This is an optimization exercise on Yosys and OpenROAD, whose aim is small area, not a production implementation. RTL that was checked went through simulation tests only; none was proved equivalent to the original. No activity file was given, so power comes from the tool's default toggle rates.

==> 01-25 <==
==> flow/design.v (excerpt) <==
module TopDesign
    (
    input logic clk,
    input logic rst,
    input logic [15:0] swIns,
    input logic [4:0] debouncer,
    output logic [15:0] insLed,
    output logic [6:0] seg,
    output logic dp,
    output logic [3:0] an
    );
==> flow/config.mk <==
export PLATFORM = sky130hd
export DESIGN_NAME = TopDesign
export DESIGN_NICKNAME = TopDesign
export VERILOG_FILES = /design/flow/design.v
export SDC_FILE = /design/flow/constraint.sdc
export NUM_CORES = 4
export LEC_CHECK = 0
export CAP_MARGIN = 20
export CORE_MARGIN = 2
export CORE_UTILIZATION = 65
export SLEW_MARGIN = 20
export SYNTH_HIERARCHICAL = 1
==> flow/constraint.sdc <==
create_clock -name core_clock -period 10.0 [get_ports {clk}]
set_input_delay 2.0000 -clock core_clock [delete_from_list [all_inputs] [get_ports {clk}]]
set_output_delay 2.0000 -clock core_clock [all_outputs]
set_load 0.01 [all_outputs]
standard.sh (not shown) runs the stock make flow with config.mk's settings and CLKGATE_MAP_FILE= SYNTH_SCRIPT=/design/flow/synth_recipe.tcl, a recipe that flattens the netlist after the stock synthesis.
==> flow/flow/run.sh <==
#!/bin/bash
# Layout flow: the standard flow (standard.sh) with these changes.
#  Synthesis: ORFS's synth.tcl with two edits, made here with sed:
#   - Yosys's extract_fa (half/full adder extraction) only runs on the
#     FullAdd module, so the rest of the logic is left to ABC;
#   - ABC uses flow/abc_area.script (area-oriented mapping) instead of
#     ORFS's speed script.
#   Everything else (synth_recipe.tcl's -nofsm -noshare, flatten and renames,
#   the register mapping) is unchanged, so the registers are the standard
#   synthesis's.
#  Placement: port buffers use the smallest buffer cell, buf_1.
#  CTS: clkbuf_4 clock buffers, leaf clusters of up to 10 sinks within
#   35 um, no dummy loads.
set -euo pipefail
W=$PWD
sed -e 's|^  extract_fa {\*}\[dont_use_extract_fa_args\]$|  extract_fa {*}[dont_use_extract_fa_args] FullAdd|' \
    -e 's|^  log_cmd abc {\*}\$abc_args$|  lset abc_args 1 '"$W"'/flow/abc_area.script\n  log_cmd abc {*}$abc_args|' \
    "$FLOW_HOME/scripts/synth.tcl" > own_synth.tcl
grep -q 'extract_fa {\*}\[dont_use_extract_fa_args\] FullAdd' own_synth.tcl
grep -q 'flow/abc_area.script' own_synth.tcl
sed -e "s|^source \$::env(SCRIPTS_DIR)/synth.tcl$|source $W/own_synth.tcl|" synth_recipe.tcl > own_synth_recipe.tcl
grep -q own_synth.tcl own_synth_recipe.tcl
sed -e "s|SYNTH_SCRIPT=[^ ]*|SYNTH_SCRIPT=$W/own_synth_recipe.tcl|" standard.sh > own_standard.sh
grep -q own_synth_recipe.tcl own_standard.sh
bash own_standard.sh \
  "BUFFER_PORTS_ARGS=-buffer_cell sky130_fd_sc_hd__buf_1" \
  "CTS_ARGS=-sink_clustering_enable -repair_clock_nets -dont_use_dummy_load -sink_clustering_size 10 -sink_clustering_max_diameter 70 -buf_list sky130_fd_sc_hd__clkbuf_4" \
  finish > standard.log 2>&1
==> flow/flow/abc_area.script <==
&get -n
&st
&dch
&nf -R 1000
&st
&syn2
&dch
&nf -R 1000
&put
topo
stime -c
dnsize -c
==> 01-15 (differences from 01-25) <==
--- a/flow/design.v
+++ b/flow/design.v
@@ -1,32 +1,32 @@
 module FullAdd(input logic a, b, c, output logic s, co);
     assign s = a ^ b ^ c;
     assign co = (a & b) | (a & c) | (b & c);
 endmodule
-module ALU(input logic [7:0] a, b, output logic [7:0] sum);   
+module ALU(input logic [7:0] a, b, output logic [7:0] sum);
     logic [6:0] c;
-    assign sum[0] = ~(a[0] ^ b[0]);
-    assign c[0] = a[0] | b[0];
+    assign sum[0] = a[0] ^ b[0];
+    assign c[0] = a[0] & b[0];
     for (genvar i = 1; i < 7; i++) begin : stage
         FullAdd fa(a[i], b[i], c[i-1], sum[i], c[i]);
     end
     assign sum[7] = a[7] ^ b[7] ^ c[6];
 endmodule
 module SelPair(input logic d0, s0, d1, s1, output logic y);
     assign y = ~((d0 | s0) & (d1 | s1));
 endmodule
-module Or8(input logic [7:0] a, output logic y);
-    assign y = |a;
+module Nor8(input logic [7:0] a, output logic y);
+    assign y = ~|a;
 endmodule
-module Sel16(input logic [15:0] d, input logic [15:0] sn, output logic yn);
+module Sel16(input logic [15:0] d, input logic [15:0] sn, output logic y);
     logic [7:0] p;
     for (genvar i = 0; i < 8; i++) begin : pair
         SelPair sp(d[2*i], sn[2*i], d[2*i+1], sn[2*i+1], p[i]);
     end
-    Or8 n(p, yn);
+    Nor8 n(p, y);
 endmodule
 module Predecode4(input logic [1:0] a, output logic [3:0] y);
     assign y = {a[1] & a[0], a[1] & ~a[0], ~a[1] & a[0], ~a[1] & ~a[0]};
 endmodule
 module Nand2(input logic a, b, output logic y);
     assign y = ~(a & b);
 endmodule
@@ -67,67 +67,62 @@
         for (int w = 0; w < 16; w++)
             if (de[w])
                 m[w] <= d;
     always_comb
         for (int w = 0; w < 16; w++)
             q[8*w +: 8] = m[w];
 endmodule
-module ReadPort(input logic [127:0] q, input logic [15:0] sn, output logic [7:0] yn);
+module ReadPort(input logic [127:0] q, input logic [15:0] sn, output logic [7:0] y);
     for (genvar b = 0; b < 8; b++) begin : bit_
         logic [15:0] col;
         for (genvar w = 0; w < 16; w++) begin : word
             assign col[w] = q[8*w + b];
         end
-        Sel16 sel(col, sn, yn[b]);
+        Sel16 sel(col, sn, y[b]);
     end
 endmodule
 module Debouncer #(parameter DEBOUNCE_CYCLES = 250)
 (input logic clk, input logic rst, input logic button, output logic pulse);
-localparam logic [7:0] INV = 8'hAA;
-localparam logic [7:0] SEED = 8'b00010001;
-logic [7:0] u, t, tn;
-logic z7, start, fb;
-assign t = u ^ INV;
-assign z7 = (t[6:0] == 7'd0);                    
-assign start = z7 & ~t[7] & button;              
-assign fb = (t[7] ^ t[5] ^ t[4] ^ t[3]) & ~z7;
-assign tn = rst ? 8'd0 : {t[6:4], t[3] | start, t[2:0], fb | start};
-assign pulse = (t == SEED);
+logic [7:0] t;
 always_ff @(posedge clk)
-    u <= tn ^ INV;
+    if (rst || t == 8'b01101000) t <= 8'd0;
+    else if (t == 8'd0) t <= {7'd0, button};
+    else t <= {t[6:0], t[7]^t[5]^t[4]^t[3]};
+assign pulse = (t == 8'd1);
 endmodule
 module SevenSegmentDisplay(
     input logic clk,
     input logic rst,
     input logic [3:0] addr,
-    input logic [7:0] dataN,       
+    input logic [7:0] data,
     output logic [6:0] seg,
     output logic [3:0] an);
-    logic [1:0] digit;
+    logic [9:0] count;
     logic [7:0] pre;
     logic z7;
     assign z7 = (pre[6:0] == 7'd0);
     always_ff @(posedge clk)
         if (rst) begin
             pre <= 8'd0;
-            digit <= 2'd0;
+            count[9:8] <= 2'd0;
         end else begin
             pre <= {pre[6:0], pre[7] ^ pre[5] ^ pre[4] ^ pre[3] ^ z7};
             if (z7 & pre[7])
-                digit <= digit + 2'd1;
+                count[9:8] <= count[9:8] + 2'd1;
         end
+    assign count[7:0] = pre;
     logic [3:0] nib;
     always_comb begin
-        case (digit)
-            2'b00: begin nib = ~dataN[3:0]; an = 4'b1110; end
-            2'b01: begin nib = ~dataN[7:4]; an = 4'b1101; end
+        case (count[9:8])
+            2'b00: begin nib = data[3:0]; an = 4'b1110; end
+            2'b01: begin nib = data[7:4]; an = 4'b1101; end
             2'b10: begin nib = 4'd0;      an = 4'b1011; end
             default: begin nib = addr;    an = 4'b0111; end
         endcase
-        if (digit == 2'b10)
+        if (count[9:8] == 2'b10)
             seg = 7'b0111111;
         else
             case (nib)
                 4'd0 : seg = 7'b1000000;
                 4'd1 : seg = 7'b1111001;
                 4'd2 : seg = 7'b0100100;
                 4'd3 : seg = 7'b0110000;
@@ -247,29 +242,24 @@
     logic [3:0] memoryAddress;
     logic [15:0] ir;        
     logic irValid;          
     logic [2:0] op;
     logic clr, run, isStore, isLoad, isAdd, isBranch, stop;
     assign op = ir[15:13];
     assign clr = rst | up;
-    assign run = irValid;
+    assign run = irValid & ~clr;
     assign isStore  = run & (op == 3'b000);
     assign isLoad   = run & (op == 3'b001);
     assign isAdd    = run & (op == 3'b010);
     assign isBranch = run & (op == 3'b101);
     assign stop     = run & (op == 3'b111);
-    logic [7:0] regAN, regBN, memPN, memDN, regA, regB, memP, memD;
-    assign regA = ~regAN;
-    assign regB = ~regBN;
-    assign memP = ~memPN;
-    assign memD = ~memDN;
+    logic [7:0] regA, regB, memP, memD;
     logic [3:0] wAddr;
-    logic [7:0] sum, sumN;
-    ALU alu(regAN, regBN, sumN);
-    assign sum = ~sumN;
+    logic [7:0] sum;
+    ALU alu(regA, regB, sum);
     logic [7:0] wData;
     assign wAddr = (ir[12] | op[1]) ? ir[11:8] : ir[7:4];
     always_comb
         if (op[1])
             wData = sum;
         else if (ir[12])
             wData = ir[7:0];
@@ -284,18 +274,18 @@
     assign dIn = wData & {8{~clr}};
     WriteDecode writeDecode(wAddr, isLoad | isAdd, isStore, clr, deR, deM);
     RegisterFile registerFile(clk, deR, dIn, regQ);
     RegisterFile memory(clk, deM, dIn, memQ);
     Decode16 decodeA(ir[3:0], selA);
     Decode16 decodeB(ir[7:4], selB);
     Decode16 decodeD(memoryAddress, selD);
-    ReadPort readA(regQ, selA, regAN);
-    ReadPort readB(regQ, selB, regBN);
-    ReadPort readP(memQ, selA, memPN);
-    ReadPort readD(memQ, selD, memDN);
+    ReadPort readA(regQ, selA, regA);
+    ReadPort readB(regQ, selB, regB);
+    ReadPort readP(memQ, selA, memP);
+    ReadPort readD(memQ, selD, memD);
     logic load;
     logic [4:0] pcNext;
     logic [15:0] romWord;
     assign load = (down | centre) & ~left & ~right;
     always_comb
         for (int i = 0; i < 5; i++)
             pcNext[i] = pc[i] ^ (&(pc | ~(5'h1f >> (5 - i))));
@@ -320,10 +310,10 @@
                 pc <= pcNext;
             else if (!centre && isBranch && (regA[0] == regB[0]))
                 pc <= ir[12:8];
         end
         if (!clr && !stop && load)
             ir <= romWord;
     end
-    SevenSegmentDisplay display(clk, rst, memoryAddress, memDN, seg, an);
+    SevenSegmentDisplay display(clk, rst, memoryAddress, memD, seg, an);
     assign dp = 1'b1;
 endmodule
==> flow/flow/run.sh (replaced) <==
#!/bin/bash
# Layout flow: the standard flow (standard.sh) with these changes.
#  Synthesis: ORFS's synth.tcl with two edits, made here with sed:
#   - Yosys's extract_fa (half/full adder extraction) only runs on the
#     FullAdd module, so the rest of the logic is left to ABC;
#   - ABC uses flow/abc_area.script (area-oriented mapping) instead of
#     ORFS's speed script.
#   Everything else (synth_recipe.tcl's -nofsm -noshare, flatten and renames,
#   the register mapping) is unchanged, so the registers are the standard
#   synthesis's.
#  Placement: port buffers use the smallest buffer cell, buf_1.
#  CTS: clkbuf_16 leaf clusters of up to 28 sinks, no dummy loads.
set -euo pipefail
W=$PWD
sed -e 's|^  extract_fa {\*}\[dont_use_extract_fa_args\]$|  extract_fa {*}[dont_use_extract_fa_args] FullAdd|' \
    -e 's|^  log_cmd abc {\*}\$abc_args$|  lset abc_args 1 '"$W"'/flow/abc_area.script\n  log_cmd abc {*}$abc_args|' \
    "$FLOW_HOME/scripts/synth.tcl" > own_synth.tcl
grep -q 'extract_fa {\*}\[dont_use_extract_fa_args\] FullAdd' own_synth.tcl
grep -q 'flow/abc_area.script' own_synth.tcl
sed -e "s|^source \$::env(SCRIPTS_DIR)/synth.tcl$|source $W/own_synth.tcl|" synth_recipe.tcl > own_synth_recipe.tcl
grep -q own_synth.tcl own_synth_recipe.tcl
sed -e "s|SYNTH_SCRIPT=[^ ]*|SYNTH_SCRIPT=$W/own_synth_recipe.tcl|" standard.sh > own_standard.sh
grep -q own_synth_recipe.tcl own_standard.sh
bash own_standard.sh \
  "BUFFER_PORTS_ARGS=-buffer_cell sky130_fd_sc_hd__buf_1" \
  "CTS_ARGS=-sink_clustering_enable -repair_clock_nets -sink_clustering_size 28 -sink_clustering_max_diameter 60 -buf_list sky130_fd_sc_hd__clkbuf_16 -dont_use_dummy_load" \
  finish > standard.log 2>&1
CORE_UTILIZATION = 40   (was 65)
==> comparison table <==
Worst reg2reg path depth: 01-25 17; 01-15 16
Worst R2R End: 01-25 registerFile.m[1][7]$_DFFE_PP_; 01-15 memory.m[9][7]$_DFFE_PP_
Inverters: 01-25 12; 01-15 19
WL per Instance: 01-25 27.2 um; 01-15 25.1 um
Switching component of the power: 01-25 0.723 mW; 01-15 0.884 mW
Multi-input logic cell count: 01-25 868; 01-15 883
Share of power burned in registers: 01-25 65.6%; 01-15 56.3%
Global Route Usage Sum: 01-25 36.2%; 01-15 23.3%
Reported sequential group power: 01-25 1.75 mW; 01-15 1.81 mW
Syn Nets: 01-25 1243; 01-15 1265
Result of the run: 01-25 finished clean; 01-15 finished clean
Width of the die: 01-25 153 um; 01-15 195 um
Non-filler cells in the finished layout: 01-25 1591; 01-15 1793
Die area: 01-25 23500 sq um; 01-15 38200 sq um
Worst-case setup slack after placement: 01-25 3.63 ns; 01-15 4.25 ns
Total length of routed wires: 01-25 43.3 mm; 01-15 45.0 mm
Clock group: 01-25 0.578 mW; 01-15 0.935 mW
Leak: 01-25 5.08 nW; 01-15 5.68 nW
Initial Utilization: 01-25 66.3%; 01-15 40.4%
Total power after layout: 01-25 2.66 mW; 01-15 3.22 mW
Final Util: 01-25 70.6%; 01-15 44.7%
Vias in the first global route: 01-25 11355; 01-15 10911
Die height: 01-25 153 um; 01-15 195 um
Placed wire-length estimate after detailed placement: 01-25 30.3 mm; 01-15 32.2 mm
Internal Pwr Total: 01-25 1.94 mW; 01-15 2.34 mW
Synth Area in Compound Gates: 01-25 17.2%; 01-15 16.6%
Number of buffers added by the clock tree synthesis step: 01-25 39; 01-15 28

* * *

==> lagoon <==
TopDesign, a different RTL version from the one above (not shown whole).
Design TopDesign, start of the top module:
module TopDesign
    (
    input logic clk,
    input logic rst,
    input logic [15:0] swIns,
    input logic [4:0] debouncer,
    output logic [15:0] insLed,
    output logic [6:0] seg,
    output logic dp,
    output logic [3:0] an
    );
==> flow/config.mk <==
export PLATFORM = sky130hd
export DESIGN_NAME = TopDesign
export DESIGN_NICKNAME = TopDesign
export VERILOG_FILES = /design/flow/design.v
export SDC_FILE = /design/flow/constraint.sdc
export NUM_CORES = 4
export LEC_CHECK = 0
export CAP_MARGIN = 20
export CORE_MARGIN = 2
export CORE_UTILIZATION = 40
export CTS_BUF_LIST = sky130_fd_sc_hd__clkbuf_4
export SLEW_MARGIN = 20
==> flow/constraint.sdc <==
create_clock -name core_clock -period 10.0 [get_ports {clk}]
set_input_delay 2.0000 -clock core_clock [delete_from_list [all_inputs] [get_ports {clk}]]
set_output_delay 2.0000 -clock core_clock [all_outputs]
set_load 0.01 [all_outputs]
run.sh (not shown) runs the stock make flow with config.mk's settings and CLKGATE_MAP_FILE= SYNTH_SCRIPT=/design/flow/synth_recipe.tcl, a recipe that flattens the netlist after the stock synthesis.
Stock flow here: none of the scripts above is used.
==> yarrow: changes against lagoon <==
==> flow/config.mk (replaced) <==
export PLATFORM = sky130hd
export DESIGN_NAME = TopDesign
export DESIGN_NICKNAME = TopDesign
export VERILOG_FILES = /design/flow/design.v
export SDC_FILE = /design/flow/constraint.sdc
export NUM_CORES = 4
export LEC_CHECK = 0
export CAP_MARGIN = 20
export CORE_MARGIN = 2
export CORE_UTILIZATION = 60
export CTS_BUF_LIST = sky130_fd_sc_hd__clkbuf_2
export CTS_CLUSTER_SIZE = 20
export SLEW_MARGIN = 20
==> onyx: changes against lagoon <==
==> flow/design.v (replaced) <==
module Debouncer #(parameter DEBOUNCE_CYCLES = 250)
(input logic clk, input logic rst, input logic button, output logic pulse);
localparam logic [7:0] START = DEBOUNCE_CYCLES + 1;
logic [7:0] cnt;
always_ff @(posedge clk)
    if (rst)
        cnt <= 8'd0;
    else if (cnt != 8'd0)
        cnt <= cnt - 8'd1;
    else if (button)
        cnt <= START;
assign pulse = (cnt == START);
endmodule
module TopDesign
    (
    input logic clk,
    input logic rst,
    input logic [15:0] swIns,
    input logic [4:0] debouncer,
    output logic [15:0] insLed,
    output logic [6:0] seg,
    output logic dp,
    output logic [3:0] an
    );
    function automatic logic [15:0] rom(input logic [4:0] a);
        case (a)
            5'd0:  rom = 16'h2000;
            5'd1:  rom = 16'h2011;
            5'd2:  rom = 16'h3200;
            5'd3:  rom = 16'h3300;
            5'd4:  rom = 16'h3401;
            5'd5:  rom = 16'ha921;
            5'd6:  rom = 16'h4330;
            5'd7:  rom = 16'h4224;
            5'd8:  rom = 16'ha500;
            5'd9:  rom = 16'h0033;
            5'd10: rom = 16'h0022;
            5'd11: rom = 16'h0033;
            5'd12: rom = 16'h4501;
            5'd13: rom = 16'h4612;
            5'd14: rom = 16'h4723;
            5'd15: rom = 16'h4834;
            5'd16: rom = 16'h4801;
            5'd17: rom = 16'h4923;
            5'd18: rom = 16'h4a45;
            5'd19: rom = 16'h4b67;
            5'd20: rom = 16'h4c89;
            5'd21: rom = 16'h4dab;
            5'd22: rom = 16'ha000;
            5'd23: rom = 16'ha000;
            5'd24: rom = 16'ha000;
            5'd25: rom = 16'ha000;
            5'd26: rom = 16'ha68d;
            5'd27: rom = 16'ha29b;
            5'd28: rom = 16'h6000;
            5'd29: rom = 16'h8000;
            5'd30: rom = 16'ha000;
            default: rom = 16'he000;
        endcase
    endfunction
    logic up, centre, left, right, down;
    Debouncer upButton    (clk, rst, debouncer[1], up);
    Debouncer centerButton(clk, rst, debouncer[0], centre);
    Debouncer rightButton (clk, rst, debouncer[3], right);
    Debouncer leftButton  (clk, rst, debouncer[2], left);
    Debouncer downButton  (clk, rst, debouncer[4], down);
    logic [4:0] pc;
    logic [3:0] memoryAddress;
    logic [15:0] ir;        
    logic irValid;          
    logic [7:0] regs [15:0];
    logic [7:0] mem [15:0];
    logic [2:0] op;
    logic clr, run, isStore, isLoad, isAdd, isBranch, stop;
    assign op = ir[15:13];
    assign clr = rst | up;
    assign run = irValid & ~clr;
    assign isStore  = run & (op == 3'b000);
    assign isLoad   = run & (op == 3'b001);
    assign isAdd    = run & (op == 3'b010);
    assign isBranch = run & (op == 3'b101);
    assign stop     = run & (op == 3'b111);
    logic [7:0] regA, regB, memP, memD;
    assign regA = regs[ir[3:0]];
    assign regB = regs[ir[7:4]];
    assign memP = mem[ir[3:0]];
    assign memD = mem[memoryAddress];
    logic [3:0] wAddr;
    logic [7:0] wData, dIn;
    assign wAddr = (ir[12] | op[1]) ? ir[11:8] : ir[7:4];
    always_comb
        if (op[1])
            wData = regA + regB;
        else if (ir[12])
            wData = ir[7:0];
        else if (op[0])
            wData = memP;
        else
            wData = regA;
    assign dIn = wData & {8{~clr}};
    always_ff @(posedge clk)
        for (int w = 0; w < 16; w++) begin
            if (clr | ((isLoad | isAdd) & (wAddr == w)))
                regs[w] <= dIn;
            if (clr | (isStore & (wAddr == w)))
                mem[w] <= dIn;
        end
    logic pcHit, anyButton, load;
    assign anyButton = left | right | down | centre;
    assign load = (down | centre) & ~left & ~right;
    logic [4:0] pcNext;
    assign pcNext = pc + 5'd1;
    always_ff @(posedge clk) begin
        if (rst) begin
            pc <= 5'd0;
            memoryAddress <= 4'd0;
            irValid <= 1'b0;
        end else if (up) begin
            pc <= 5'd0;
        end else if (!stop) begin
            irValid <= load;
            if (left)
                memoryAddress <= memoryAddress - 4'd1;
            else if (right)
                memoryAddress <= memoryAddress + 4'd1;
            else if (down)
                pc <= pcNext;
            else if (!centre && isBranch && (regA[0] == regB[0]))
                pc <= ir[12:8];
        end
        if (!clr && !stop && load)
            ir <= down ? rom(pc) : swIns;
    end
    assign insLed = rom(pcNext);
    logic [9:0] count;
    always_ff @(posedge clk)
        if (rst)
            count <= 10'd0;
        else
            count <= count + 10'd1;
    logic [3:0] nib;
    always_comb begin
        case (count[9:8])
            2'b00: begin nib = memD[3:0]; an = 4'b1110; end
            2'b01: begin nib = memD[7:4]; an = 4'b1101; end
            2'b10: begin nib = 4'd0;      an = 4'b1011; end
            default: begin nib = memoryAddress; an = 4'b0111; end
        endcase
        if (count[9:8] == 2'b10)
            seg = 7'b0111111;
        else
            case (nib)
                4'd0 : seg = 7'b1000000;
                4'd1 : seg = 7'b1111001;
                4'd2 : seg = 7'b0100100;
                4'd3 : seg = 7'b0110000;
                4'd4 : seg = 7'b0011001;
                4'd5 : seg = 7'b0010010;
                4'd6 : seg = 7'b0000010;
                4'd7 : seg = 7'b1111000;
                4'd8 : seg = 7'b0000000;
                4'd9 : seg = 7'b0010000;
                4'd10: seg = 7'b0001000;
                4'd11: seg = 7'b0000011;
                4'd12: seg = 7'b1000110;
                4'd13: seg = 7'b0100001;
                4'd14: seg = 7'b0000110;
                default: seg = 7'b0001110;
            endcase
    end
    assign dp = 1'b1;
endmodule
==> flow/config.mk (replaced) <==
export PLATFORM = sky130hd
export DESIGN_NAME = TopDesign
export DESIGN_NICKNAME = TopDesign
export VERILOG_FILES = /design/flow/design.v
export SDC_FILE = /design/flow/constraint.sdc
export NUM_CORES = 4
export LEC_CHECK = 0
export CAP_MARGIN = 20
export CORE_MARGIN = 2
export CORE_UTILIZATION = 40
export SLEW_MARGIN = 20
==> qor summary <==
Status: onyx finished clean; lagoon finished clean; yarrow finished clean
Number of rows in the core area: onyx 77; lagoon 76; yarrow 62
Post-Synth Simple-Gate Area: onyx 13.7%; lagoon 7.91%; yarrow 7.91%
Horizontal die dimension: onyx 216 um; lagoon 213 um; yarrow 175 um
Clock network share of area: onyx 6.13%; lagoon 5.79%; yarrow 3.91%
Worst slack at placement: onyx 3620 ps; lagoon 4040 ps; yarrow 4250 ps
Worst slew margin relative to its limit: onyx 26.1%; lagoon 26.8%; yarrow 20.9%
Nets: onyx 1782; lagoon 1359; yarrow 1355
Combinational fraction of design power: onyx 12.7%; lagoon 28.4%; yarrow 30.8%
Number of ordinary inverters in the final layout: onyx 48; lagoon 42; yarrow 42
Endpoint of the worst-slack reg-to-reg timing path: onyx -; lagoon memory.m[13][7]$_DFFE_PP_; yarrow romWord[10]$_DFF_P_
Total power: onyx 3720 uW; lagoon 4830 uW; yarrow 4470 uW
Hold path start: onyx count[0]$_SDFF_PP0_; lagoon display.count[0]$_SDFF_PP0_; yarrow upButton.t[2]$_SDFF_PP0_
Worst-case register-to-register setup slack: onyx 4900 ps; lagoon 5000 ps; yarrow 4480 ps
Count of warnings emitted by yosys: onyx 4; lagoon 8; yarrow 8
Start of the worst register-to-register path: onyx ir[5]$_DFFE_PP_; lagoon ir[0]$_DFFE_PP_; yarrow ir[0]$_DFFE_PP_
No functional check of the RTL was part of any run of this note.

## port drivers added, routing unchanged
The results above use ideal ports. As a check the final layouts listed here were re-extracted and re-timed, cells and wires unchanged. Step 1, drivers: a clkbuf_16 drives clk and a buf_2 each remaining input, both assumed. Step 2, shift: input delay + t, output delay - t, t = (earliest + latest rising clock arrival at the registers) / 2. This alone moves slack from input paths to output paths. Slacks: ideal ports / drivers / drivers and shift; pairs: ideal ports / drivers.
run	t (ns)	setup slack, ns	hold WS [ns]	cell pins on the clock port's net
01-25	0.697	3.792 / 3.792 / 3.792	0.343 / 0.343 / 0.343	1
01-15	0.610	4.235 / 4.205 / 4.235	0.410 / 0.410 / 0.410	1
lagoon	0.797	3.302 / 3.255 / 4.052	0.459 / 0.459 / 0.459	1
yarrow	0.912	3.361 / 3.314 / 4.226	0.411 / 0.411 / 0.411	1
onyx	0.609	2.950 / 2.896 / 3.504	0.443 / 0.443 / 0.443	1
After both steps setup and hold are still met in every run listed.
